What follows belongs to an exercise in optimizing a design on an open flow for small area and a short achievable clock period; a production flow would make more cautious choices.
Function was checked by simulation only, so behaviour that the tests miss may differ from the original.

**flow/run.sh**
```bash
#!/bin/bash
# synth_recipe.tcl (not shown) runs the flow's synth.tcl, then flattens the netlist and writes it again
# the make line also repeats each setting of config.mk as NAME=value (left out here)
make -C /OpenROAD-flow-scripts/flow DESIGN_CONFIG=/design/flow/config.mk WORK_HOME=/design/flow/orfs CLKGATE_MAP_FILE= SYNTH_SCRIPT=/design/flow/synth_recipe.tcl finish
```
**flow/config.mk**
```make
export PLATFORM = sky130hd
export DESIGN_NAME = top_pip
export DESIGN_NICKNAME = top_pip
export VERILOG_FILES = /design/flow/design.v
export SDC_FILE = /design/flow/constraint.sdc
export NUM_CORES = 4
export LEC_CHECK = 0
export CAP_MARGIN = 20
export CORE_MARGIN = 2
export CORE_UTILIZATION = 65
export SLEW_MARGIN = 20
```
**flow/constraint.sdc**
```tcl
create_clock -name core_clock -period 5.5 [get_ports {clk}]
set_input_delay 1.1000 -clock core_clock [delete_from_list [all_inputs] [get_ports {clk}]]
set_output_delay 1.1000 -clock core_clock [all_outputs]
set_load 0.01 [all_outputs]
```
**flow/design.v**
```verilog
module top_pip(input [15:0] X,Y,
input [3:0] sn_1,
input clk,
input reset,
input [15:0] theta_in,
output reg [3:0] sn_op,
output reg [15:0] theta_op,
output reg [15:0] Xo,Yo);
wire [14:0] t = theta_in[14:0];
reg  [3:0]  s_c;
reg  [14:0] th_fin;
integer j;
always @* begin
    s_c = 4'd15;
    for (j = 1; j <= 13; j = j + 1)
        if (t[j]) s_c = 15 - j;
    if (t[14]) s_c = 4'd2;
end
always @* begin
    for (j = 0; j <= 12; j = j + 1)
        th_fin[j] = t[j] & ~(t[j+1] & ~|(t >> (j+2)));
    th_fin[13] = t[13];
    th_fin[14] = 1'b0;
    if (t[14]) th_fin = {3'b010, t[11:0]};
end
wire [3:0] p_c = {s_c[2:0], 1'b0} + s_c + 4'd2;    
wire [3:0] s_1 = theta_in[15] ? 4'd15 : s_c;
wire [3:0] p_1 = theta_in[15] ? 4'd15 : p_c;        
wire [15:0] xo_w [1:10];
wire [15:0] yo_w [1:10];
rot1 r1 (.xn(X), .yn(Y), .i(sn_1), .xo(xo_w[1]), .yo(yo_w[1]));
reg [15:0] x2r, y2r;
reg [14:0] th2r;
reg [3:0]  i2r, p2r, c2r, q2r;    
always @(posedge clk) begin
    x2r <= xo_w[1]; y2r <= yo_w[1];
    th2r <= th_fin;
    i2r <= s_1; p2r <= p_1;
    c2r <= s_c; q2r <= p_c;
end
rot r2 (.xn(x2r), .yn(y2r), .i(i2r), .op2(p2r), .xo(xo_w[2]), .yo(yo_w[2]));
wire [14:0] th_w [2:10];
wire [3:0]  i_w  [2:10];
wire [3:0]  p_w  [2:10];
assign th_w[2] = th2r;
assign i_w[2]  = c2r;
assign p_w[2]  = q2r;
genvar k;
generate
    for (k = 3; k <= 10; k = k + 1) begin : st
        reg [15:0] xr, yr;
        reg [14:0] thr;
        reg [3:0]  ir, pr;
        always @(posedge clk) begin
            xr  <= xo_w[k-1];
            yr  <= yo_w[k-1];
            thr <= th_w[k-1];
            ir  <= i_w[k-1];
            pr  <= p_w[k-1];
        end
        rot rk (.xn(xr), .yn(yr), .i(ir), .op2(pr), .xo(xo_w[k]), .yo(yo_w[k]));
        assign th_w[k] = thr;
        assign i_w[k]  = ir;
        assign p_w[k]  = pr;
    end
endgenerate
always @(posedge clk) begin
    if (reset) begin
        Xo <= 0;
        Yo <= 0;
        sn_op <= 0;
        theta_op <= 0;
    end else begin
        Xo <= xo_w[10];
        Yo <= yo_w[10];
        sn_op <= i_w[10];
        theta_op <= {1'b0, th_w[10]};
    end
end
endmodule
module shr16(input [15:0] a, input [3:0] s, output [15:0] y);
wire [15:0] l1 = s[0] ? {1'b0, a[15:1]}  : a;
wire [15:0] l2 = s[1] ? {2'b0, l1[15:2]} : l1;
wire [15:0] l4 = s[2] ? {4'b0, l2[15:4]} : l2;
assign y       = s[3] ? {8'b0, l4[15:8]} : l4;
endmodule
module add4(input [15:0] a, b, c, d, output [15:0] y);
wire [15:0] s1 = a ^ b ^ c;
wire [15:0] c1 = {(a[14:0] & b[14:0]) | (a[14:0] & c[14:0]) | (b[14:0] & c[14:0]), 1'b0};
wire [15:0] s2 = s1 ^ c1 ^ d;
wire [15:0] c2 = {(s1[14:0] & c1[14:0]) | (s1[14:0] & d[14:0]) | (c1[14:0] & d[14:0]), 1'b0};
assign y = s2 + c2;
endmodule
module rot1(input [15:0] xn, yn,
            input [3:0] i,
            output [15:0] xo, yo);
wire [3:0] op2 = {i[2:0], 1'b0} + i + 4'd2;    
wire [15:0] x1, y1, x2, y2, xi, yi;
assign x1 = {1'b0, xn[15:1]} >> {i[2:0], 1'b0};
assign y1 = {1'b0, yn[15:1]} >> {i[2:0], 1'b0};
shr16 sx2 (.a(xn), .s(op2), .y(x2));
shr16 sy2 (.a(yn), .s(op2), .y(y2));
shr16 sxi (.a(xn), .s(i),   .y(xi));
shr16 syi (.a(yn), .s(i),   .y(yi));
add4 ax (.a(xn), .b(x1), .c(y2), .d(yi), .y(xo));
add4 ay (.a(yn), .b(y1), .c(x2), .d(xi), .y(yo));
endmodule
module rot(input [15:0] xn, yn,
           input [3:0] i, op2,
           output [15:0] xo, yo);
wire [3:0] u = i - 4'd2;                        
wire [15:0] x1 = {1'b0, xn[15:1]} >> {i[2:0], 1'b0};
wire [15:0] y1 = {1'b0, yn[15:1]} >> {i[2:0], 1'b0};
wire [15:0] x2, y2, xi, yi;
shr16 sx2 (.a(xn), .s(op2), .y(x2));
shr16 sy2 (.a(yn), .s(op2), .y(y2));
shr16 sxi (.a({2'b0, xn[15:2]}), .s(u), .y(xi));
shr16 syi (.a({2'b0, yn[15:2]}), .s(u), .y(yi));
add4 ax (.a(xn), .b(x1), .c(y2), .d(yi), .y(xo));
add4 ay (.a(yn), .b(y1), .c(x2), .d(xi), .y(yo));
endmodule
```
==> results of run 1 <==
final timing paths:
path                                     end  cells past startpoint  slack, ns    startpoint
worst max-delay path            st[8].yr[15]                     19       0.25   st[7].pr[0]
worst min-delay path            st[4].thr[1]                      0       0.32  st[3].thr[1]
worst max register to register  st[8].yr[15]                     19       0.25   st[7].pr[0]
worst min register to register  st[4].thr[1]                      0       0.32  st[3].thr[1]
state kept, by name, summed over array words and instances (netlist names), 16 cells and up:
name    count
Xo         16
Yo         16
st.ir      24
st.pr      32
st.thr    112
st.xr     128
st.yr     128
x2r        16
y2r        16
worst max-delay path, delay by kind of cell, from the launching register on:
family / cells / cell delay (ns)
xor gates and xnor gates: 1 / 0.42
buffers and inverters: 3 / 0.47
adders and majority gates: 4 / 1.69
DFF: 1 / 0.66
and+or+nand+nor: 4 / 0.44
AOI/OAI and AO/OA: 7 / 1.39
cell families after synthesis:
logic type	Yosys count	synth area share [%]
and+or+nand+nor	2525	16.5
AOI/OAI and AO/OA	2149	19.7
buffers and inverters	1274	7.31
adders and majority gates	915	23.5
muxes	651	13.1
DFF	534	15.9
xor gates and xnor gates	295	3.85
other	1	0.00558
routing by layer:
layer,vias to the layer above,track usage [%],routed length [µm]
li1,28807,-,-
met1,30344,56.9,88200
met2,4310,63.9,98100
met3,808,10.5,28300
met4,6,20.9,13500
met5,-,0,42
synthesized netlist by cell type (all sizes together), types with 29 or more instances:
master	count
buf	181
a21oi	652
nor2b	151
a21o	76
o211ai	104
a211oi	159
xor2	90
o22a	31
inv	772
clkbuf	316
nor3	114
xnor2	205
and2	76
nand2b	117
mux2	96
o211a	40
a31oi	86
ha	333
o21a	102
nor2	1008
nand3	72
dfxtp	534
mux2i	380
a21boi	36
nor4	29
mux4	175
o21ai	617
nand2	827
fa	582
o22ai	30
cell type report:
type / instances / area [µm²]
Antenna cell: 2 / 5.00
Clock buffer: 71 / 1610
Clock inverter: 42 / 428
Fill cell: 8219 / 29200
Inverter: 777 / 2920
Multi-Input combinational cell: 6537 / 51700
Sequential cell: 534 / 10700
Tap cell: 1368 / 1710
Timing Repair Buffer: 467 / 3860
timing repair:
action / 4_1_cts / 5_1_grt
resized for setup: 0 / 3
endpoints found under the hold margin: 0 / 0
endpoints found under the setup margin: 0 / 2
per-stage QoR:
stage                     worst slack [ns]  setup TNS, ns  instances
after floorplan                   0.000270              0       8345
after global placement              -0.184         -0.710       9682
after detailed placement            -0.255          -1.24       9682
after CTS                            0.235              0       9795
after global routing                0.0292              0       9796
final                                0.248              0       9798
==> out/metrics.cfg, run 1 <==
[outcome]
run_status=complete, no violations

[critical_path]
end_kind=flip-flop
worstPathCellList=buf_4 > nor2_1 > a211oi_1 > nor3_1 > a21oi_1 > nor2_1 > a21o_1 > fa_1 > inv_1 > fa_1 > ha_1 > inv_1 > fa_1 > nor2b_1 > o31a_1 > o22ai_1 > o211ai_1 > o41ai_1 > xnor2_1
cp-start-kind=flip-flop
worst_ep_required_time_ns=6.03
crit_path_max_fanout=23
critPathMaxStageDelay_ns=0.66
arrival_ns=5.78
worst_path_max_delay_cell=dfxtp_2
crit_top_cell=fa_1
critPathKind=flip-flop to flip-flop

[placed_design]
dp.final_hpwl_um=180000
gp_congestion=1.08
port_buffers=103
place_area_um2=70900

[logic_synthesis]
ys_seq_area_share_pct=15.9
synthArstFlopShare_pct=0
yosysUniqueCellTypes=84
synth_top_flop_cell=dfxtp_1
synth_top_area_share_pct=17.3
syn_avg_cell_area_um2=8.05
ys_top_cells_by_area=fa_1 (17%), dfxtp_1 (16%), ha_1 (6.2%)
yosys_warnings=1
ys_ff_latch=534
synth-edff-count=0
netlist_area_um2=67200
yosysTopAreaCell=fa_1
synth_cells=8344

[global_routing]
overflow=0
grt_max_degree=82
grt_pass1_wl_um=355000
grt_pass1_vias=62147
grt_usage_pct=42.3
antenna_found_initial=12

[cts]
cts_tree=done
numCtsBuffers=60
clk_latency_ns=0.70
cts_buffer_depth=3
cts_hold_buf=0
path_clk_slew_ns=0.06
cts_root_buf=clkbuf_16
cts_setup_buffers=0
htree_levels=2
cts_sinks=534

[cells_and_area]
fin_nets=9346
layout-drive-gt1-share_pct=10.0
layout_common_cells=nor2_1 (1008), nand2_1 (827), inv_1 (763)
final_common_cell=nor2_1
finish.instance_area_um2=73000
utilization_pct=71.4
syn_to_final_growth_pct=8.61

[routing]
vias=64275
postRouteAntennaNets=0
postRouteWirelength_um=228000
drt-initial-drc-count=8761
dr.pass1.iters=7
drc=0
routedWlPerCell_um=23.3
viasPerCell=6.56

[timing]
finalClockSkew_ns=0.0307
rsz0062_at_grt=no
slew_headroom_pct=20.4
finalCritPeriodShare_pct=95.5
maxSlewViolCount=0
fmaxAchievable_mhz=190
setup_violations=0
finalHoldViolCount=0
tightest_slew_ns=1.18
worst_hold_slack_ns=0.323
finalCriticalPeriod_ns=5.25

[floorplanning]
rows=117
dieArea_um2=106000
die_h_um=326
die_width_um=326
start_util_pct=65.8
pin_count=106
fp.coreArea_um2=102000

[hold_path]
worstHoldPathType=flip-flop to flip-flop

[job]
cap_violations=0

==> inputs of run 2 (changes only) <==
--- a/flow/config.mk
+++ b/flow/config.mk
@@ -9,3 +9,4 @@
 export CORE_MARGIN = 2
-export CORE_UTILIZATION = 65
+export CORE_UTILIZATION = 40
+export SETUP_SLACK_MARGIN = 1.0
 export SLEW_MARGIN = 20
==> run 2 against run 1 <==
Against the previous run: still clean on timing, DRC and antenna; cell area grew 12%; flip-flop and latch count is the same; largest cell class unchanged; synthesized area is the same.
==> out/metrics.cfg, run 2 <==
[outcome]
run_status=complete, no violations  ; unchanged

[logic_synthesis]
yosysMostFrequentCell=nor2_1  ; unchanged
netlist_area_um2=67200  ; unchanged
synth-edff-count=0  ; unchanged
ys_top_cells_by_area=fa_1 (17%), dfxtp_1 (16%), ha_1 (6.2%)  ; unchanged
synthArstFlopShare_pct=0  ; unchanged
ys_ff_latch=534  ; unchanged
synth_top_flop_cell=dfxtp_1  ; unchanged
yosys_warnings=1  ; unchanged
yosysUniqueCellTypes=84  ; unchanged
synth_top_area_share_pct=17.3  ; unchanged
synth_cells=8344  ; unchanged
synth_common_cells=nor2_1 (1008), nand2_1 (827), inv_1 (764), a21oi_1 (650), o21ai_0 (616)  ; unchanged
ys_seq_area_share_pct=15.9  ; unchanged
syn_avg_cell_area_um2=8.05  ; unchanged
yosysTopAreaCell=fa_1  ; unchanged

[routing]
postRouteWirelength_um=245000  ; was 228000 µm
drt-initial-drc-count=7222  ; was 8761
dr.max_layer_used=met5  ; unchanged
dr.pass1.iters=6  ; was 7
drc=0  ; unchanged
dr_wl_met3_um=23000  ; was 28300 µm
routedWlPerCell_um=22.3  ; was 23.3 µm
wl_met1_um=105000  ; was 88200 µm
vias=64598  ; was 64.3k
postRouteAntennaNets=0  ; unchanged
viasPerCell=5.87  ; was 6.56
dr_wl_met2_um=108000  ; was 98100 µm

[timing]
finalHoldViolCount=0  ; unchanged
fmaxAchievable_mhz=213  ; was 190 MHz
rsz0062_at_grt=yes  ; was no
setup_slack_ns=0.799  ; was 0.248 ns
finalSetupTns_ns=0  ; unchanged
finalCritPeriodShare_pct=85.5  ; was 95.5%
worst_hold_slack_ns=0.319  ; was 0.323 ns
tightest_slew_ns=1.12  ; was 1.18 ns
slew_headroom_pct=25.3  ; was 20.4%
finalCriticalPeriod_ns=4.70  ; was 5.25 ns
setup_violations=0  ; unchanged
finalClockSkew_ns=0.0622  ; was 0.0307 ns
maxSlewViolCount=0  ; unchanged

[placed_design]
port_buffers=103  ; unchanged
pre_cts_ws_ns=-0.0675  ; was -0.255 ns
dp_cells=10548  ; was 9682
dp.final_hpwl_um=186000  ; was 180000 µm
gp_congestion=0.994  ; was 1.08
place_area_um2=72400  ; was 70900 µm²

[critical_path]
worst_ep_required_time_ns=6.11  ; was 6.03 ns
cp-start-kind=input port  ; was flip-flop
critPathKind=input port to flip-flop  ; was flip-flop to flip-flop
crit_path_max_fanout=4  ; was 23
arrival_ns=5.31  ; was 5.78 ns
end_kind=flip-flop  ; unchanged

[global_routing]
antenna_found_initial=3  ; was 12
grt_pass1_vias=61262  ; was 62.1k
grt_max_degree=72  ; was 82
overflow=0  ; unchanged
grt_pass1_wl_um=367000  ; was 355000 µm
grt_usage_pct=27.4  ; was 42.3%

[cts]
clk_latency_ns=0.71  ; was 0.70 ns
cts_hold_buf=0  ; unchanged
numCtsBuffers=68  ; was 60
cts_sinks=534  ; unchanged
cts_buffer_depth=3  ; unchanged
htree_levels=3  ; was 2
cts_root_buf=clkbuf_16  ; unchanged
path_clk_slew_ns=0.06  ; about the same
cts_tree=done  ; unchanged

[job]
cap_violations=0  ; unchanged

[cells_and_area]
utilization_pct=48.9  ; was 71.4%
largest_registers=st.xr x128, st.yr x128, st.thr x112  ; unchanged
finish.instance_area_um2=81700  ; was 73000 µm²
syn_to_final_growth_pct=21.6  ; was 8.61%
fill_cells=16141  ; was 8219
final_common_cell=nor2_1  ; unchanged
fin_nets=9706  ; was 9346
layout_common_cells=nor2_1 (987), nand2_1 (807), inv_1 (720)  ; was nor2_1 (1008), nand2_1 (827), inv_1 (763)
layout-drive-gt1-share_pct=21.2  ; was 10.0%
layout.cells.non_filler=10998  ; was 9798

[floorplanning]
rows=150  ; was 117
fp.coreArea_um2=167000  ; was 102000 µm²
die_width_um=414  ; was 326 µm
start_util_pct=40.2  ; was 65.8%
die_h_um=414  ; was 326 µm
pin_count=106  ; unchanged
dieArea_um2=171000  ; was 106000 µm²

[hold_path]
worstHoldPathType=flip-flop to flip-flop  ; unchanged

run 2: final timing paths:
check	from	end	slack (ns)	depth (start not counted)
worst max-delay path	X[10]	x2r[15]	0.80	19
worst min-delay path	st[9].thr[13]	st[10].thr[13]	0.32	0
worst max register to register	st[5].ir[2]	st[6].xr[14]	0.94	14
worst min register to register	st[9].thr[13]	st[10].thr[13]	0.32	0
run 2: cells by family after synthesis:
family	synth area share, %
AO/OA/AOI/OAI	19.7
flip-flops	15.9
adder cells (fa/ha/maj)	23.5
other	0.00558
buffers and inverters	7.31
multiplexers	13.1
XOR/XNOR	3.85
AND/OR/NAND/NOR	16.5
run 2: worst max-delay path, stage by stage:
cell and delay [ns]:
clkdlybuf4s50_1 0.58, buf_4 0.25, mux2i_1 0.17, nor2_1 0.06, a31oi_1 0.30, a21oi_1 0.16
fa_1 0.52, inv_2 0.04, fa_1 0.46, inv_2 0.08, ha_4 0.13, inv_2 0.03
fa_2 0.34, nor2b_2 0.16, o2111ai_2 0.18, a211oi_2 0.34, nor4_1 0.09, o21bai_1 0.18
xnor2_1 0.13
run 2: final cells by class:
class	instances	area, µm²	area share, %
multi-input cells	6537	55100	67.5
flip-flops and latches	534	10900	13.3
repair buffers	818	7580	9.29
inverters	777	2970	3.63
well taps	2204	2760	3.38
clock buffers	88	1910	2.34
clock inverters	38	477	0.584
repair inverters	1	7.51	0.00919
diodes	1	2.50	0.00306
run 2: layer usage:
metal,up-vias,global-route usage [%]
li1,29528,-
met3,576,5.09
met1,31194,39.1
met4,2,8.66
met2,3298,41.8
met5,-,0
run 2: what timing repair did:
item | CTS | global route
setup buffers | 98 | 209
resized for setup | 332 | 718
endpoints found under the setup margin | 137 | 113
gates cloned | 9 | 7
pin swaps | 89 | 263
==> inputs of run 3 (changes only) <==
--- a/flow/config.mk
+++ b/flow/config.mk
@@ -10,3 +10,2 @@
 export CORE_UTILIZATION = 40
-export SETUP_SLACK_MARGIN = 1.0
 export SLEW_MARGIN = 20
==> run 3 against run 2 <==
Against the previous run: setup slack lost 0.58 ns; non-clock buffer count down 316; largest cell class unchanged; count of clock-buffer cells in the layout decreased by 15; still clean; register-to-register slack lost 0.72 ns; global-route usage fell by 0.94 points; highest routed layer is now met4.
==> out/metrics.cfg, run 3 <==
[outcome]
run_status=complete, no violations  ; unchanged

[logic_synthesis]
yosysUniqueCellTypes=84  ; unchanged
yosysTopAreaCell=fa_1  ; unchanged
ys_top_cells_by_area=fa_1 (17%), dfxtp_1 (16%), ha_1 (6.2%)  ; unchanged
synth_top_flop_cell=dfxtp_1  ; unchanged
ys_ff_latch=534  ; unchanged
synth_top_area_share_pct=17.3  ; unchanged
ys_seq_area_share_pct=15.9  ; unchanged
syn_avg_cell_area_um2=8.05  ; unchanged
yosys_warnings=1  ; unchanged
synth_common_cells=nor2_1 (1008), nand2_1 (827), inv_1 (764), a21oi_1 (650), o21ai_0 (616)  ; unchanged
synth-edff-count=0  ; unchanged
yosysMostFrequentCell=nor2_1  ; unchanged
synth_cells=8344  ; unchanged
netlist_area_um2=67200  ; unchanged
synthArstFlopShare_pct=0  ; unchanged

[cts]
cts_root_buf=clkbuf_16  ; unchanged
cts_sinks=534  ; unchanged
cts_hold_buf=0  ; unchanged
cts_buffer_depth=3  ; unchanged
htree_levels=2  ; was 3
clk_latency_ns=0.73  ; was 0.71 ns
path_clk_slew_ns=0.06  ; about the same
cts_tree=done  ; unchanged
numCtsBuffers=61  ; was 68

[routing]
drc=0  ; unchanged
drt-initial-drc-count=6141  ; was 7222
dr.pass1.iters=8  ; was 6
postRouteAntennaNets=0  ; unchanged
postRouteWirelength_um=231000  ; was 245000 µm
routedWlPerCell_um=21.6  ; was 22.3 µm
vias=61814  ; was 64.6k
viasPerCell=5.79  ; was 5.87

[cells_and_area]
layout-drive-gt1-share_pct=10.4  ; was 21.2%
layout_common_cells=nor2_1 (1008), nand2_1 (827), inv_1 (763)  ; was nor2_1 (987), nand2_1 (807), inv_1 (720)
utilization_pct=44.7  ; was 48.9%
largest_registers=st.xr x128, st.yr x128, st.thr x112  ; unchanged
fill_cells=16751  ; was 16.1k
final_common_cell=nor2_1  ; unchanged
layout.cells.non_filler=10671  ; was 11.0k
fin_nets=9382  ; was 9706
syn_to_final_growth_pct=11.1  ; was 21.6%

[floorplanning]
die_width_um=414  ; unchanged
rows=150  ; unchanged
die_h_um=414  ; unchanged
fp.coreArea_um2=167000  ; unchanged
dieArea_um2=171000  ; unchanged
pin_count=106  ; unchanged
start_util_pct=40.2  ; unchanged

[critical_path]
worst_path_max_delay_cell=dfxtp_2  ; was clkdlybuf4s50_1
crit_cells=15  ; was 19
rr_startpoint=st[6].pr[1]  ; was st[5].ir[2]
path_buf_inv=2  ; was 5
arrival_ns=5.84  ; was 5.31 ns
critPathKind=flip-flop to flip-flop  ; was input port to flip-flop
critPathMaxStageDelay_ns=0.60  ; was 0.58 ns
reg2regPathDepth=15  ; was 14
crit_top_cell=fa_1  ; was inv_2
worst_ep_required_time_ns=6.06  ; was 6.11 ns
worstReg2RegEnd=st[7].xr[15]  ; was st[6].xr[14]
cp-endpoint=st[7].xr[15]  ; was x2r[15]
regToRegSetupSlack_ns=0.22  ; was 0.94 ns
end_kind=flip-flop  ; unchanged
worstPathCellList=buf_4 > mux2i_1 > mux4_2 > o21ai_0 > fa_1 > fa_1 > ha_1 > inv_1 > fa_1 > nor2b_1 > o211ai_1 > a31oi_1 > a221o_1 > mux2i_1 > nand4_1  ; was clkdlybuf4s50_1 > buf_4 > mux2i_1 > nor2_1 > a31oi_1 > a21oi_1 > fa_1 > inv_2 > fa_1 > inv_2 > ha_4 > inv_2 > fa_2 > nor2b_2 > o2111ai_2 > a211oi_2 > nor4_1 > o21bai_1 > xnor2_1
crit_start=st[6].pr[1]  ; was X[10]
crit_path_max_fanout=35  ; was 4
cp-start-kind=flip-flop  ; was input port
path_delay_family=adder cells  ; unchanged

[hold_path]
worstHoldPathType=flip-flop to flip-flop  ; unchanged
hold_depth=0  ; unchanged

[timing]
rsz0062_at_grt=no  ; was yes
slew_headroom_pct=25.5  ; was 25.3%
finalSetupTns_ns=0  ; unchanged
worst_hold_slack_ns=0.320  ; was 0.319 ns
finalHoldViolCount=0  ; unchanged
setup_violations=0  ; unchanged
fmaxAchievable_mhz=189  ; was 213 MHz
tightest_slew_ns=1.12  ; about the same
maxSlewViolCount=0  ; unchanged
finalCritPeriodShare_pct=96.0  ; was 85.5%
finalClockSkew_ns=0.0441  ; was 0.0622 ns
finalCriticalPeriod_ns=5.28  ; was 4.70 ns

[global_routing]
grt_pass1_wl_um=357000  ; was 367000 µm
grt_max_degree=88  ; was 72
antenna_found_initial=1  ; was 3
overflow=0  ; unchanged
grt_usage_pct=26.5  ; was 27.4%
grt_pass1_vias=59531  ; was 61.3k

[placed_design]
gp_congestion=0.987  ; was 0.994
port_buffers=103  ; unchanged
dp_cells=10553  ; was 10.5k
dp.final_hpwl_um=185000  ; was 186000 µm

[job]
cap_violations=0  ; unchanged

run 3: cell counts after synthesis:
No cell type changed its count.
run 3: final cells by class:
cell class                 count  area [µm²]  area share [%]
sequential                   534       10700            14.4
clock inverter                43         574           0.770
inverter                     777        2920            3.91
clock buffer                  73        1680            2.26
timing repair buffer         502        4230            5.67
tap                         2204        2760            3.70
antenna                        1        2.50         0.00335
multi-input combinational   6537       51700            69.3
run 3: how the worst min path moves through the flow:
stage | from | end | slack, ns
2_1_floorplan | st[9].thr[0] | st[10].thr[0] | 0.31
3_3_place_gp | st[4].thr[10] | st[5].thr[10] | 0.31
5_1_grt | st[4].thr[10] | st[5].thr[10] | 0.33
3_5_place_dp | st[9].thr[7] | st[10].thr[7] | 0.31
6_report | st[6].thr[3] | st[7].thr[3] | 0.32
4_1_cts | st[4].thr[4] | st[5].thr[4] | 0.33
run 3: through the flow:
stage,cell area (µm²),worst slack [ns]
2_1_floorplan,67400,0.000270
3_3_place_gp,72300,-0.126
3_5_place_dp,72300,-0.189
4_1_cts,74600,0.262
5_1_grt,74600,0.0166
6_report,74600,0.221
run 3: kinds of logic (layout without fill, tap and decap cells):
logic type               after synthesis  count (layout)  synth area share [%]
other                                  1               3               0.00558
AO/OA/AOI/OAI                       2149            2149                  19.7
multiplexers                         651             651                  13.1
buffers and inverters               1274            1395                  7.31
XOR/XNOR                             295             295                  3.85
AND/OR/NAND/NOR                     2525            2525                  16.5
flip-flops                           534             534                  15.9
adder cells (fa/ha/maj)              915             915                  23.5
run 3: routing by layer:
layer | vias up | track usage (%) | routed length [µm]
li1 | 28874 | - | -
met1 | 29872 | 37.9 | 103000
met2 | 2681 | 41.7 | 103000
met3 | 387 | 3.63 | 17500
met4 | 0 | 7.28 | 7080
met5 | - | 0 | 0
run 3: timing repair:
item,4_1_cts,5_1_grt
gates resized for setup,0,3
buffers inserted,0,1
endpoints found under the setup margin,0,4
==> inputs of run 4 (changes only) <==
==> flow/flow/run.sh (new file) <==
#!/bin/bash
# The standard layout, with Yosys's generic synthesis run without its quick
# ABC pass (SYNTH_ARGS=-noabc): the full adders are then extracted from the
# unmapped logic and need no polarity-fixing inverters.  Everything else,
# including the final ABC mapping, is the standard flow.
set -euo pipefail
bash standard.sh SYNTH_ARGS=-noabc finish > orfs_make.log 2>&1
==> flow/standard.sh (new file) <==
#!/bin/bash
# synth_recipe.tcl (not shown) runs the flow's synth.tcl, then flattens the netlist and writes it again
# the make line also repeats each setting of config.mk as NAME=value (left out here)
make -C /OpenROAD-flow-scripts/flow DESIGN_CONFIG=/design/flow/config.mk WORK_HOME=/design/flow/orfs CLKGATE_MAP_FILE= SYNTH_SCRIPT=/design/flow/synth_recipe.tcl "${@:-finish}"
removed: flow/run.sh
==> run 4 against run 3 <==
Against the previous run: count of clock-buffer cells in the layout grew 12; utilization grew 0.62 points; global-route usage grew 0.98 points; synthesized area shrank 5.9%; critical path type unchanged; largest cell class unchanged.
==> out/metrics.cfg, run 4 <==
[global_routing]
grt_most_used_layer=met2  ; unchanged
met3_usage_pct=5.56  ; was 3.63%
grt_pass1_wl_um=346000  ; was 357000 µm
grt_pass1_vias=55969  ; was 59.5k
use_met2_pct=40.7  ; was 41.7%
antenna_found_initial=8  ; was 1
grt_usage_pct=27.5  ; was 26.5%
grt_max_degree=91  ; was 88
met1_usage_pct=40.2  ; was 37.9%
overflow=0  ; unchanged

[timing]
setup_violations=0  ; unchanged
slew_headroom_pct=31.5  ; was 25.5%
rsz0062_at_grt=no  ; unchanged
finalClockSkew_ns=0.0525  ; was 0.0441 ns
maxSlewViolCount=0  ; unchanged
finalCritPeriodShare_pct=94.8  ; was 96.0%
tightest_slew_ns=1.02  ; was 1.12 ns
fmaxAchievable_mhz=192  ; was 189 MHz
finalHoldViolCount=0  ; unchanged
finalCriticalPeriod_ns=5.21  ; was 5.28 ns
setup_slack_ns=0.287  ; was 0.221 ns

[logic_synthesis]
synthArstFlopShare_pct=0  ; unchanged
yosysTopAreaCell=fa_1  ; unchanged
ys_seq_area_share_pct=16.9  ; was 15.9%
synth_top_area_share_pct=18.4  ; was 17.3%
yosys_warnings=1  ; unchanged
synth-edff-count=0  ; unchanged
synthXorXnorAreaFrac_pct=4.64  ; was 3.85%
synth_compound_area_share_pct=20.0  ; was 19.7%
yosysUniqueCellTypes=74  ; was 84
syn_avg_cell_area_um2=8.62  ; was 8.05 µm²
ys_top_cells_by_area=fa_1 (18%), dfxtp_1 (17%), mux2i_1 (8.3%)  ; was fa_1 (17%), dfxtp_1 (16%), ha_1 (6.2%)
synth_common_cells=nor2_1 (1079), a21oi_1 (691), fa_1 (582), dfxtp_1 (534), mux2i_1 (526)  ; was nor2_1 (1008), nand2_1 (827), inv_1 (764), a21oi_1 (650), o21ai_0 (616)
netlist_area_um2=63200  ; was 67200 µm²
ys_ff_latch=534  ; unchanged
muxShareOfSynthArea_pct=15.1  ; was 13.1%
yosysMostFrequentCell=nor2_1  ; unchanged
synth_top_family_by_area=adder cells  ; unchanged
synth_fa_ha_area_share_pct=25.0  ; was 23.5%
yosys.area_share.simple_pct=14.7  ; was 16.5%
synth_cells=7331  ; was 8344
synth_top_flop_cell=dfxtp_1  ; unchanged

[cts]
cts_hold_buf=0  ; unchanged
cts_sinks=534  ; unchanged
clk_latency_ns=0.71  ; was 0.73 ns
cts_setup_buffers=0  ; unchanged
cts_root_buf=clkbuf_16  ; unchanged
cts_buffer_depth=3  ; unchanged
path_clk_slew_ns=0.06  ; about the same
numCtsBuffers=69  ; was 61
cts_tree=done  ; unchanged
htree_levels=3  ; was 2

[floorplanning]
pin_count=106  ; unchanged
fp.coreArea_um2=157000  ; was 167000 µm²
rows=145  ; was 150
die_width_um=402  ; was 414 µm
die_h_um=402  ; was 414 µm
dieArea_um2=161000  ; was 171000 µm²
start_util_pct=40.4  ; was 40.2%

[routing]
viasPerCell=6.00  ; was 5.79
postRouteWirelength_um=226000  ; was 231000 µm
drc=0  ; unchanged
vias=57712  ; was 61.8k
dr.pass1.iters=8  ; unchanged
drt-initial-drc-count=6402  ; was 6141
routedWlPerCell_um=23.5  ; was 21.6 µm
postRouteAntennaNets=0  ; unchanged

[cells_and_area]
layout-drive-gt1-share_pct=12.1  ; was 10.4%
fill_cells=15505  ; was 16.8k
largest_registers=st.xr x128, st.yr x128, st.thr x112  ; unchanged
fin_nets=8471  ; was 9382
layout.cells.non_filler=9615  ; was 10.7k
utilization_pct=45.3  ; was 44.7%
layout_common_cells=nor2_1 (1079), a21oi_1 (689), fa_1 (580)  ; was nor2_1 (1008), nand2_1 (827), inv_1 (763)
final_common_cell=nor2_1  ; unchanged
syn_to_final_growth_pct=12.2  ; was 11.1%
finish.instance_area_um2=70900  ; was 74600 µm²

[critical_path]
crit_path_max_fanout=21  ; was 35
worst_path_max_delay_cell=dfxtp_2  ; unchanged
path_buf_inv=0  ; was 2
crit_top_cell=fa_1  ; unchanged
worstPathCellList=mux4_2 > and2_1 > a211oi_1 > a21oi_1 > fa_1 > fa_1 > ha_1 > fa_1 > a211oi_2 > o21bai_2 > o41ai_2 > a21oi_2 > or4_1 > and3_1  ; was buf_4 > mux2i_1 > mux4_2 > o21ai_0 > fa_1 > fa_1 > ha_1 > inv_1 > fa_1 > nor2b_1 > o211ai_1 > a31oi_1 > a221o_1 > mux2i_1 > nand4_1
critPathMaxStageDelay_ns=0.65  ; was 0.60 ns
worst_ep_required_time_ns=6.07  ; was 6.06 ns
cp-start-kind=flip-flop  ; unchanged
arrival_ns=5.78  ; was 5.84 ns
critPathKind=flip-flop to flip-flop  ; unchanged
path_delay_family=adder cells  ; unchanged
end_kind=flip-flop  ; unchanged

[placed_design]
place_area_um2=68600  ; was 72300 µm²
gp_congestion=0.998  ; was 0.987
pre_cts_ws_ns=-0.297  ; was -0.189 ns
port_buffers=103  ; unchanged
dp_cells=9489  ; was 10.6k
dp.final_hpwl_um=182000  ; was 185000 µm

[hold_path]
worstHoldPathType=flip-flop to flip-flop  ; unchanged

[job]
cap_violations=0  ; unchanged

[outcome]
run_status=complete, no violations  ; unchanged

[run 4: changes by cell type in the layout (fill, tap and decap cells not counted), moves of 51 or more]
cell and delta:
mux2_2 +56, a211oi_1 +53, o21a_1 -51, nor2_1 +71, mux2i_1 +148, o21ai_0 -151, nand2_1 -304, o22ai_1 +86
inv_1 -688, mux4_2 -60
[run 4: cell type report]
cell class              count  area [µm²]  share of cell area, %
diodes                      2        5.00                0.00706
clock buffers              85        1900                   2.68
clock inverters            39         444                  0.626
inverters                 107         412                  0.580
multi-input cells        6247       50300                   71.0
flip-flops and latches    534       10700                   15.1
well taps                2058        2570                   3.63
repair buffers            543        4520                   6.37
[run 4: worst paths after layout]
check / from / endpoint / slack, ns / cells after the start
setup / recovery: st[5].pr[1] / st[6].xr[15] / 0.29 / 14
hold / removal: st[7].thr[0] / st[8].thr[0] / 0.31 / 0
setup reg to reg: st[5].pr[1] / st[6].xr[15] / 0.29 / 14
hold reg to reg: st[7].thr[0] / st[8].thr[0] / 0.31 / 0
[run 4: through the flow]
step | TNS [ns] | hold slack, ns
after global routing | 0 | 0.320
after detailed placement | -1.79 | 0.312
after floorplan | 0 | 0.310
final | 0 | 0.310
after CTS | 0 | 0.314
after global placement | -1.62 | 0.311
[run 4: logic make-up after synthesis]
family / count (synthesis)
AND/OR/NAND/NOR: 2152
adder cells (fa/ha/maj): 915
other: 1
flip-flops: 534
buffers and inverters: 551
AO/OA/AOI/OAI: 2050
multiplexers: 793
XOR/XNOR: 335
[run 4: layer usage]
metal	wire length, µm	part of all wire [%]
met5	28	0.012
met4	6420	2.8
met3	20900	9.2
met2	96500	43
met1	102000	45
[run 4: timing repair]
item | CTS | global route
hold endpoints to repair | 0 | 0
setup endpoints to repair | 0 | 2
gates resized for setup | 0 | 2
==> inputs of run 5 (changes only) <==
--- a/flow/design.v
+++ b/flow/design.v
@@ -32,3 +32,3 @@
 reg [15:0] x2r, y2r;
-reg [14:0] th2r;
+reg [11:0] th2r;
 reg [3:0]  i2r, p2r, c2r, q2r;    
@@ -36,3 +36,3 @@
     x2r <= xo_w[1]; y2r <= yo_w[1];
-    th2r <= th_fin;
+    th2r <= th_fin[11:0];
     i2r <= s_1; p2r <= p_1;
@@ -41,3 +41,3 @@
 rot r2 (.xn(x2r), .yn(y2r), .i(i2r), .op2(p2r), .xo(xo_w[2]), .yo(yo_w[2]));
-wire [14:0] th_w [2:10];
+wire [11:0] th_w [2:10];
 wire [3:0]  i_w  [2:10];
@@ -51,3 +51,3 @@
         reg [15:0] xr, yr;
-        reg [14:0] thr;
+        reg [11:0] thr;
         reg [3:0]  ir, pr;
@@ -76,3 +76,3 @@
         sn_op <= i_w[10];
-        theta_op <= {1'b0, th_w[10]};
+        theta_op <= {2'b00, i_w[10] == 4'd2, i_w[10] == 4'd3, th_w[10]};
     end
==> run 5 against run 4 <==
Against the previous run: still clean; synthesized cell count increased by 0.59%; critical path depth unchanged; via count about the same; synthesized area increased by 0.14%; register-to-register slack got worse by 0.08 ns; non-clock buffer count decreased by 31.
==> out/metrics.cfg, run 5 <==
[outcome]
run_status=complete, no violations  ; unchanged

[critical_path]
worstPathCellList=mux2_2 > o21ai_0 > nor2_1 > a311oi_1 > a21oi_1 > fa_1 > fa_1 > fa_1 > a211oi_1 > o21bai_1 > a2111oi_1 > o21bai_1 > a21oi_1 > xnor2_1  ; was mux4_2 > and2_1 > a211oi_1 > a21oi_1 > fa_1 > fa_1 > ha_1 > fa_1 > a211oi_2 > o21bai_2 > o41ai_2 > a21oi_2 > or4_1 > and3_1
crit_start=st[3].pr[1]  ; was st[5].pr[1]
crit_path_max_fanout=15  ; was 21
crit_top_cell=fa_1  ; unchanged
critPathKind=flip-flop to flip-flop  ; unchanged
worst_ep_required_time_ns=6.10  ; was 6.07 ns
worst_path_max_delay_cell=a311oi_1  ; was dfxtp_2
rr_startpoint=st[3].pr[1]  ; was st[5].pr[1]
cp-start-kind=flip-flop  ; unchanged
arrival_ns=5.89  ; was 5.78 ns
end_kind=flip-flop  ; unchanged
critPathMaxStageDelay_ns=0.60  ; was 0.65 ns

[routing]
viasPerCell=6.01  ; was 6.00
postRouteWirelength_um=220000  ; was 226000 µm
dr.pass1.iters=6  ; was 8
routedWlPerCell_um=22.9  ; was 23.5 µm
postRouteAntennaNets=0  ; unchanged
drc=0  ; unchanged
vias=57709  ; about the same
drt-initial-drc-count=5832  ; was 6402

[cts]
numCtsBuffers=59  ; was 69
clk_latency_ns=0.71  ; about the same
cts_setup_buffers=0  ; unchanged
cts_sinks=516  ; was 534
cts_tree=done  ; unchanged
path_clk_slew_ns=0.07  ; was 0.06 ns
htree_levels=2  ; was 3
cts_buffer_depth=3  ; unchanged
cts_root_buf=clkbuf_16  ; unchanged

[timing]
setup_violations=0  ; unchanged
finalHoldViolCount=0  ; unchanged
rsz0062_at_grt=no  ; unchanged
worst_hold_slack_ns=0.308  ; was 0.310 ns
maxSlewViolCount=0  ; unchanged
fmaxAchievable_mhz=189  ; was 192 MHz
finalCritPeriodShare_pct=96.2  ; was 94.8%
finalSetupTns_ns=0  ; unchanged
setup_slack_ns=0.207  ; was 0.287 ns
finalClockSkew_ns=0.0743  ; was 0.0525 ns
tightest_slew_ns=0.933  ; was 1.02 ns
slew_headroom_pct=37.1  ; was 31.5%
finalCriticalPeriod_ns=5.29  ; was 5.21 ns

[floorplanning]
dieArea_um2=161000  ; about the same
pin_count=106  ; unchanged
die_width_um=402  ; about the same
rows=145  ; unchanged
die_h_um=402  ; about the same
start_util_pct=40.4  ; about the same
fp.coreArea_um2=157000  ; about the same

[logic_synthesis]
ys_ff_latch=516  ; was 534
yosys.area_share.simple_pct=14.9  ; was 14.7%
synth_fa_ha_area_share_pct=25.0  ; about the same
ys_top_cells_by_area=fa_1 (18%), dfxtp_1 (16%), mux2i_1 (8.0%)  ; was fa_1 (18%), dfxtp_1 (17%), mux2i_1 (8.3%)
synth_top_flop_cell=dfxtp_1  ; unchanged
synth_cells=7374  ; was 7331
syn_avg_cell_area_um2=8.58  ; was 8.62 µm²
synth_top_area_share_pct=18.4  ; about the same
muxShareOfSynthArea_pct=14.9  ; was 15.1%
yosysMostFrequentCell=nor2_1  ; unchanged
synthXorXnorAreaFrac_pct=4.52  ; was 4.64%
synth_top_family_by_area=adder cells  ; unchanged
yosys_warnings=1  ; unchanged
netlist_area_um2=63300  ; was 63200 µm²
ys_seq_area_share_pct=16.3  ; was 16.9%
synth-edff-count=0  ; unchanged
synth_common_cells=nor2_1 (1007), a21oi_1 (719), fa_1 (582), nand2_1 (549), dfxtp_1 (516)  ; was nor2_1 (1079), a21oi_1 (691), fa_1 (582), dfxtp_1 (534), mux2i_1 (526)
synth_compound_area_share_pct=20.7  ; was 20.0%
yosysUniqueCellTypes=79  ; was 74
yosysTopAreaCell=fa_1  ; unchanged
synthArstFlopShare_pct=0  ; unchanged

[job]
cap_violations=0  ; unchanged

[cells_and_area]
syn_to_final_growth_pct=11.4  ; was 12.2%
layout_common_cells=nor2_1 (1007), a21oi_1 (719), fa_1 (580)  ; was nor2_1 (1079), a21oi_1 (689), fa_1 (580)
utilization_pct=45.0  ; was 45.3%
fin_nets=8461  ; was 8471
finish.instance_area_um2=70500  ; was 70900 µm²
final_common_cell=nor2_1  ; unchanged
antennaDiodeCount=0  ; was 2
layout-drive-gt1-share_pct=11.6  ; was 12.1%
largest_registers=st.xr x128, st.yr x128, st.thr x96  ; was st.xr x128, st.yr x128, st.thr x112
layout.cells.non_filler=9599  ; was 9615

[global_routing]
grt_max_degree=71  ; was 91
grt_pass1_wl_um=340000  ; was 346000 µm
grt_pass1_vias=56552  ; was 56.0k
grt_usage_pct=26.5  ; was 27.5%
antenna_found_initial=5  ; was 8
overflow=0  ; unchanged

[placed_design]
dp_cells=9489  ; unchanged
dp.final_hpwl_um=176000  ; was 182000 µm
port_buffers=103  ; unchanged
place_area_um2=68400  ; was 68600 µm²
gp_congestion=0.975  ; was 0.998
pre_cts_ws_ns=-0.200  ; was -0.297 ns

[hold_path]
hp-start=q2r[2]  ; was st[7].thr[0]
worstHoldPathType=flip-flop to flip-flop  ; unchanged

-- run 5: cell count changes after synthesis, moves of 15 or more --
cell      delta
mux2_2      +15
a31oi_1     -22
nand2b_1    +24
mux2i_1     -20
nor2_1      -72
nand2_1     +26
dfxtp_1     -18
a21oi_1     +28
-- run 5: final cells by class --
cell class	instances	area (µm²)
tap	2058	2570
inverter	111	429
sequential	516	10400
fill	15604	86200
clock buffer	69	1540
timing repair buffer	512	4350
multi-input combinational	6292	50700
clock inverter	41	508
-- run 5: cells by family after synthesis --
group,count (synthesis)
compound gates,2119
flops,516
xor+xnor,327
simple gates,2145
other cells,1
mux,784
buf+inv,567
fa+ha+maj,915
-- run 5: path summary, 6_finish.rpt --
check	endpoint	cells after the start	slack (ns)
setup / recovery	st[4].yr[11]	14	0.21
hold / removal	st[3].pr[2]	0	0.31
setup reg to reg	st[4].yr[11]	14	0.21
hold reg to reg	st[3].pr[2]	0	0.31
-- run 5: worst max-delay path: cells and delay by family, from the launching register on --
family                     cells  cell delay, ns
xor gates and xnor gates       1            0.16
muxes                          1            0.39
adders and majority gates      3            1.49
AOI/OAI and AO/OA              8            2.50
DFF                            1            0.57
and+or+nand+nor                1            0.08
-- run 5: metal layers --
layer,share of wire (%),GRT usage [%],up-vias
li1,-,-,26711
met1,44,37.1,28145
met2,45,42.5,2449
met3,7.3,3.38,402
met4,3.2,7.96,2
met5,0.0091,0,-
-- run 5: what timing repair did --
item	CTS	global route
hold endpoints to repair	0	0
hold buffers	0	0
gates resized for setup	0	4
endpoints found under the setup margin	0	3
==> inputs of run 6 (changes only) <==
--- a/flow/config.mk
+++ b/flow/config.mk
@@ -7,2 +7,3 @@
 export LEC_CHECK = 0
+export ABC_AREA = 1
 export CAP_MARGIN = 20
==> run 6 against run 5 <==
Against the previous run: still clean; utilization shrank 1.1 points; via count increased by 6.0%; setup slack better by 0.35 ns; non-clock buffer count decreased by 186; register-to-register slack gained 0.35 ns; first-iteration DRC count up 3.1%; cell area decreased by 5.5%; worst hold slack better by 0.0064 ns; synthesized cell count up 23%; global-route usage up 1.4 points; final cell count grew 15%; synthesized area decreased by 3.4%; highest routed layer unchanged.
==> out/metrics.cfg, run 6 <==
[logic_synthesis]
yosys_warnings=1  ; unchanged
yosysTopAreaCell=fa_1  ; unchanged
synth_top_area_share_pct=19.1  ; was 18.4%
ys_seq_area_share_pct=16.9  ; was 16.3%
syn_avg_cell_area_um2=6.76  ; was 8.58 µm²
ys_top_cells_by_area=fa_1 (19%), dfxtp_1 (17%), nand2_1 (17%)  ; was fa_1 (18%), dfxtp_1 (16%), mux2i_1 (8.0%)
netlist_area_um2=61100  ; was 63300 µm²
yosysMostFrequentCell=nand2_1  ; was nor2_1
synth_top_flop_cell=dfxtp_1  ; unchanged
synth_cells=9043  ; was 7374
ys_ff_latch=516  ; unchanged
synthArstFlopShare_pct=0  ; unchanged
yosysUniqueCellTypes=55  ; was 79
synth-edff-count=0  ; unchanged
synth_common_cells=nand2_1 (2746), o21ai_0 (1094), nor2_1 (818), fa_1 (582), dfxtp_1 (516)  ; was nor2_1 (1007), a21oi_1 (719), fa_1 (582), nand2_1 (549), dfxtp_1 (516)

[critical_path]
crit_start=st[3].pr[0]  ; was st[3].pr[1]
crit_path_max_fanout=38  ; was 15
regToRegSetupSlack_ns=0.55  ; was 0.21 ns
arrival_ns=5.48  ; was 5.89 ns
reg2regPathDepth=17  ; was 14
critPathKind=flip-flop to flip-flop  ; unchanged
worst_ep_required_time_ns=6.04  ; was 6.10 ns
end_kind=flip-flop  ; unchanged
rr_startpoint=st[3].pr[0]  ; was st[3].pr[1]
cp-start-kind=flip-flop  ; unchanged

[hold_path]
hold_depth=0  ; unchanged
worstHoldPathType=flip-flop to flip-flop  ; unchanged
hp-start=st[5].thr[1]  ; was q2r[2]

[timing]
rsz0062_at_grt=no  ; unchanged
setup_violations=0  ; unchanged
fmaxAchievable_mhz=202  ; was 189 MHz
finalSetupTns_ns=0  ; unchanged
setup_slack_ns=0.554  ; was 0.207 ns
maxSlewViolCount=0  ; unchanged
finalHoldViolCount=0  ; unchanged
finalCritPeriodShare_pct=89.9  ; was 96.2%
tightest_slew_ns=0.946  ; was 0.933 ns
worst_hold_slack_ns=0.314  ; was 0.308 ns
finalCriticalPeriod_ns=4.95  ; was 5.29 ns
finalClockSkew_ns=0.0279  ; was 0.0743 ns
slew_headroom_pct=36.7  ; was 37.1%

[routing]
drc=0  ; unchanged
dr_wl_met3_um=16500  ; was 16000 µm
viasPerCell=5.53  ; was 6.01
routedWlPerCell_um=20.1  ; was 22.9 µm
dr.max_layer_used=met5  ; unchanged
dr.pass1.iters=8  ; was 6
postRouteAntennaNets=0  ; unchanged
drt-initial-drc-count=6015  ; was 5832
vias=61199  ; was 57.7k
dr_wl_met2_um=97400  ; was 99900 µm
postRouteWirelength_um=223000  ; was 220000 µm
wl_met1_um=103000  ; was 96800 µm

[cells_and_area]
final_common_cell=nand2_1  ; was nor2_1
layout.cells.non_filler=11068  ; was 9599
syn_to_final_growth_pct=9.07  ; was 11.4%
fin_nets=9948  ; was 8461
finish.instance_area_um2=66700  ; was 70500 µm²
largest_registers=st.xr x128, st.yr x128, st.thr x96  ; unchanged
layout-drive-gt1-share_pct=4.48  ; was 11.6%
layout_common_cells=nand2_1 (2746), o21ai_0 (1094), nor2_1 (818)  ; was nor2_1 (1007), a21oi_1 (719), fa_1 (580)
utilization_pct=43.9  ; was 45.0%

[cts]
cts_repair_resize_count=0  ; unchanged
cts_sinks=516  ; unchanged
clk_latency_ns=0.68  ; was 0.71 ns
htree_levels=3  ; was 2
path_clk_slew_ns=0.07  ; about the same
numCtsBuffers=68  ; was 59
cts_buffer_depth=3  ; unchanged
cts_setup_buffers=0  ; unchanged
cts_hold_buf=0  ; unchanged
cts_tree=done  ; unchanged
cts_root_buf=clkbuf_16  ; unchanged

[placed_design]
place_area_um2=64300  ; was 68400 µm²
pre_cts_ws_ns=-0.0218  ; was -0.200 ns
gp_congestion=0.963  ; was 0.975
port_buffers=103  ; unchanged
dp.final_hpwl_um=183000  ; was 176000 µm
dp_cells=10939  ; was 9489

[floorplanning]
die_h_um=395  ; was 402 µm
dieArea_um2=156000  ; was 161000 µm²
start_util_pct=40.2  ; was 40.4%
die_width_um=395  ; was 402 µm
pin_count=106  ; unchanged
fp.coreArea_um2=152000  ; was 157000 µm²
rows=143  ; was 145

[global_routing]
grt_pass1_vias=58214  ; was 56.6k
overflow=0  ; unchanged
grt_usage_pct=27.9  ; was 26.5%
antenna_found_initial=10  ; was 5
grt_max_degree=71  ; unchanged
grt_pass1_wl_um=344000  ; was 340000 µm

[job]
cap_violations=0  ; unchanged

[outcome]
run_status=complete, no violations  ; unchanged

## run 6: path summary, 6_finish.rpt
path                  endpoint
setup / recovery   st[4].yr[8]
hold / removal    st[6].thr[1]
setup reg to reg   st[4].yr[8]
hold reg to reg   st[6].thr[1]
## run 6: area by class of cell
cell class	count	area [µm²]
repair buffers	326	2750
clock buffers	82	1820
fillers	16076	85200
inverters	517	1950
flip-flops and latches	516	10300
clock inverters	43	518
multi-input cells	7550	46700
diodes	4	10.0
well taps	2030	2540
## run 6: kinds of logic (layout without fill, tap and decap cells)
| kind of cell | count (synthesis) | count (layout) | share of synthesized area [%] |
|---|---|---|---|
| buf+inv | 978 | 968 | 6.63 |
| simple gates | 4292 | 4292 | 28.3 |
| xor+xnor | 239 | 239 | 3.44 |
| flops | 516 | 516 | 16.9 |
| fa+ha+maj | 915 | 915 | 25.9 |
| mux | 9 | 9 | 0.147 |
| compound gates | 2093 | 2093 | 18.7 |
| other cells | 1 | 6 | 0.00614 |
## run 6: critical path: stages, from the launching register on
cell and delay (ns):
dfxtp_1 0.36, inv_2 0.53, nand2_1 0.15, nand2_1 0.17, inv_1 0.11, nand2_1 0.06
o21ai_0 0.13, nand2_1 0.09, nand2_1 0.07, o21ai_0 0.44, fa_1 0.55, fa_1 0.48
ha_1 0.39, a21oi_1 0.19, nand2_1 0.12, a21boi_0 0.43, o21ai_0 0.17, xor2_1 0.34
## run 6: layer usage
layer	global-route usage (%)	vias to the layer above
met5	0	-
met4	7.71	12
met1	40.0	28884
met2	43.0	2281
met3	4.85	332
li1	-	29690
==> inputs of run 7 (changes only) <==
--- a/flow/config.mk
+++ b/flow/config.mk
@@ -7,3 +7,2 @@
 export LEC_CHECK = 0
-export ABC_AREA = 1
 export CAP_MARGIN = 20
@@ -11,2 +10,4 @@
 export CORE_UTILIZATION = 40
+export CTS_BUF_LIST = sky130_fd_sc_hd__clkbuf_8 sky130_fd_sc_hd__clkbuf_4
+export CTS_CLUSTER_SIZE = 24
 export SLEW_MARGIN = 20
==> run 7 against run 6 <==
Against the previous run: worst hold slack got worse by 0.013 ns; utilization increased by 1.0 points; flip-flop and latch count unchanged; critical endpoint is now st[4].yr[11]; critical path type unchanged; synthesized area grew 3.6%.
==> out/metrics.cfg, run 7 <==
[cells_and_area]
layout_common_cells=nor2_1 (1007), a21oi_1 (719), fa_1 (580)  ; was nand2_1 (2746), o21ai_0 (1094), nor2_1 (818)
layout-drive-gt1-share_pct=12.2  ; was 4.48%
fin_nets=8490  ; was 9948
final_common_cell=nor2_1  ; was nand2_1
finish.instance_area_um2=70400  ; was 66700 µm²
largest_registers=st.xr x128, st.yr x128, st.thr x96  ; unchanged
fill_cells=15649  ; was 16.1k
utilization_pct=44.9  ; was 43.9%
syn_to_final_growth_pct=11.2  ; was 9.07%
layout.cells.non_filler=9647  ; was 11.1k

[floorplanning]
start_util_pct=40.4  ; was 40.2%
dieArea_um2=161000  ; was 156000 µm²
pin_count=106  ; unchanged
fp.coreArea_um2=157000  ; was 152000 µm²
rows=145  ; was 143
die_h_um=402  ; was 395 µm
die_width_um=402  ; was 395 µm

[placed_design]
gp_congestion=0.975  ; was 0.963
place_area_um2=68400  ; was 64300 µm²
dp_cells=9489  ; was 10.9k
dp.final_hpwl_um=176000  ; was 183000 µm
port_buffers=103  ; unchanged
pre_cts_ws_ns=-0.200  ; was -0.0218 ns

[logic_synthesis]
ys_seq_area_share_pct=16.3  ; was 16.9%
yosysTopAreaCell=fa_1  ; unchanged
synth-edff-count=0  ; unchanged
ys_ff_latch=516  ; unchanged
yosysMostFrequentCell=nor2_1  ; was nand2_1
ys_top_cells_by_area=fa_1 (18%), dfxtp_1 (16%), mux2i_1 (8.0%)  ; was fa_1 (19%), dfxtp_1 (17%), nand2_1 (17%)
synth_cells=7374  ; was 9043
synthArstFlopShare_pct=0  ; unchanged
yosysUniqueCellTypes=79  ; was 55
synth_top_area_share_pct=18.4  ; was 19.1%
syn_avg_cell_area_um2=8.58  ; was 6.76 µm²
synth_top_flop_cell=dfxtp_1  ; unchanged
netlist_area_um2=63300  ; was 61100 µm²
yosys_warnings=1  ; unchanged
synth_common_cells=nor2_1 (1007), a21oi_1 (719), fa_1 (582), nand2_1 (549), dfxtp_1 (516)  ; was nand2_1 (2746), o21ai_0 (1094), nor2_1 (818), fa_1 (582), dfxtp_1 (516)

[cts]
numCtsBuffers=88  ; was 68
cts_tree=done  ; unchanged
cts_buffer_depth=3  ; unchanged
htree_levels=3  ; unchanged
cts_hold_buf=0  ; unchanged
clk_latency_ns=0.84  ; was 0.68 ns
cts_root_buf=clkbuf_8  ; was clkbuf_16
cts_sinks=516  ; unchanged
path_clk_slew_ns=0.06  ; was 0.07 ns

[hold_path]
worstHoldPathType=flip-flop to flip-flop  ; unchanged

[global_routing]
overflow=0  ; unchanged
grt_pass1_vias=56888  ; was 58.2k
grt_max_degree=71  ; unchanged
antenna_found_initial=5  ; was 10
grt_usage_pct=26.6  ; was 27.9%
grt_pass1_wl_um=340000  ; was 344000 µm

[routing]
drt-initial-drc-count=5807  ; was 6015
vias=57813  ; was 61.2k
viasPerCell=5.99  ; was 5.53
postRouteWirelength_um=220000  ; was 223000 µm
routedWlPerCell_um=22.8  ; was 20.1 µm
dr.pass1.iters=8  ; unchanged
postRouteAntennaNets=0  ; unchanged
drc=0  ; unchanged

[critical_path]
crit_path_max_fanout=15  ; was 38
end_kind=flip-flop  ; unchanged
path_delay_family=compound AO/OA/AOI/OAI gates  ; was adder cells
critPathMaxStageDelay_ns=0.58  ; was 0.55 ns
path_buf_inv=0  ; was 2
worst_path_max_delay_cell=a311oi_1  ; was fa_1
worst_ep_required_time_ns=6.22  ; was 6.04 ns
arrival_ns=6.00  ; was 5.48 ns
critPathKind=flip-flop to flip-flop  ; unchanged
crit_top_cell=fa_1  ; was nand2_1
regToRegSetupSlack_ns=0.22  ; was 0.55 ns
worstPathCellList=mux2_2 > o21ai_0 > nor2_1 > a311oi_1 > a21oi_1 > fa_1 > fa_1 > fa_1 > a211oi_1 > o21bai_1 > a2111oi_1 > o21bai_1 > a21oi_1 > xnor2_1  ; was inv_2 > nand2_1 > nand2_1 > inv_1 > nand2_1 > o21ai_0 > nand2_1 > nand2_1 > o21ai_0 > fa_1 > fa_1 > ha_1 > a21oi_1 > nand2_1 > a21boi_0 > o21ai_0 > xor2_1
cp-start-kind=flip-flop  ; unchanged

[timing]
worst_hold_slack_ns=0.301  ; was 0.314 ns
finalCriticalPeriod_ns=5.28  ; was 4.95 ns
rsz0062_at_grt=no  ; unchanged
setup_violations=0  ; unchanged
tightest_slew_ns=0.948  ; was 0.946 ns
finalHoldViolCount=0  ; unchanged
maxSlewViolCount=0  ; unchanged
finalClockSkew_ns=0.0601  ; was 0.0279 ns
fmaxAchievable_mhz=189  ; was 202 MHz
setup_slack_ns=0.216  ; was 0.554 ns
finalSetupTns_ns=0  ; unchanged
finalCritPeriodShare_pct=96.1  ; was 89.9%
slew_headroom_pct=36.1  ; was 36.7%

[outcome]
run_status=complete, no violations  ; unchanged

[job]
cap_violations=0  ; unchanged

==> run 7: cell count changes after synthesis, moves of 152 or more <==
cell      previous run  this run
nand3_1            509        56
mux2i_1              9       506
nand2_1           2746       549
o21ai_0           1094       467
nor2b_1              0       152
mux2_2               0       167
xnor2_1             62       227
o21ai_1            153         1
a211oi_1             7       215
a21oi_1            441       719
inv_1              478        82
nor2_1             818      1007
==> run 7: metal layers <==
metal	GRT usage [%]	share of wire [%]
met1	37.0	44
met2	42.4	45
met3	3.56	7.1
met4	9.23	3.4
met5	0	0
==> run 7: final cells by class <==
type,instances,area (µm²),area share (%)
timing repair buffer,512,4350,6.18
inverter,111,429,0.610
sequential,516,10400,14.7
multi-input combinational,6292,50700,72.1
antenna,1,2.50,0.00356
clock inverter,32,340,0.484
tap,2058,2570,3.66
clock buffer,125,1560,2.22
==> run 7: cells by family after synthesis <==
logic type      synth area share [%]
other cells                  0.00592
flops                           16.3
fa+ha+maj                       25.0
mux                             14.9
buf+inv                         3.62
xor+xnor                        4.52
simple gates                    14.9
compound gates                  20.7
==> run 7: path summary, 6_finish.rpt <==
path	startpoint	endpoint	cells past startpoint
worst max-delay path	st[3].pr[1]	st[4].yr[11]	14
worst max register to register	st[3].pr[1]	st[4].yr[11]	14
worst min-delay path	st[7].thr[2]	st[8].thr[2]	0
worst min register to register	st[7].thr[2]	st[8].thr[2]	0
==> run 7: timing repair <==
item                       CTS  global route
setup endpoints to repair    0             4
gates resized for setup      0             5
buffers inserted             0             0

## static timing again, ports no longer ideal
How much do the figures lean on ideal ports? The routed layouts below were timed once more, with nothing changed but the port constraints.
Step 1 assumes that a clkbuf_16 drives the clock port and a buf_2 every other input.
Step 2 moves the port delays by t, midway between the first and last clock arrival at a register: inputs arrive t later, outputs are due t later. That takes back most of the time a late clock gives input paths.
Slacks: ideal ports / drivers / drivers and shift; pairs: ideal ports / drivers.
run | t, ns | slack for setup (ns) | worst hold slack (ns) | worst data-port slew with drivers (ns)
run 1 | 0.774 | 0.248 / 0.248 / -0.333 | 0.323 / 0.323 / 0.323 | 0.05
run 2 | 0.752 | 0.799 / 0.855 / 0.103 | 0.319 / 0.319 / 0.319 | 0.15
run 3 | 0.780 | 0.221 / 0.221 / -0.239 | 0.320 / 0.320 / 0.320 | 0.05
run 4 | 0.761 | 0.287 / 0.287 / -0.295 | 0.310 / 0.310 / 0.310 | 0.23
run 5 | 0.751 | 0.207 / 0.207 / -0.193 | 0.308 / 0.308 / 0.308 | 0.04
run 6 | 0.746 | 0.554 / 0.554 / -0.097 | 0.314 / 0.314 / 0.314 | 0.22
run 7 | 0.897 | 0.216 / 0.216 / -0.210 | 0.301 / 0.301 / 0.301 | 0.04
Met with ideal ports but missed after step 2: setup timing in 6 of these runs. The setup slack of run 2, which loses most, moves by +0.056 ns with the drivers and by -0.696 ns with both steps.
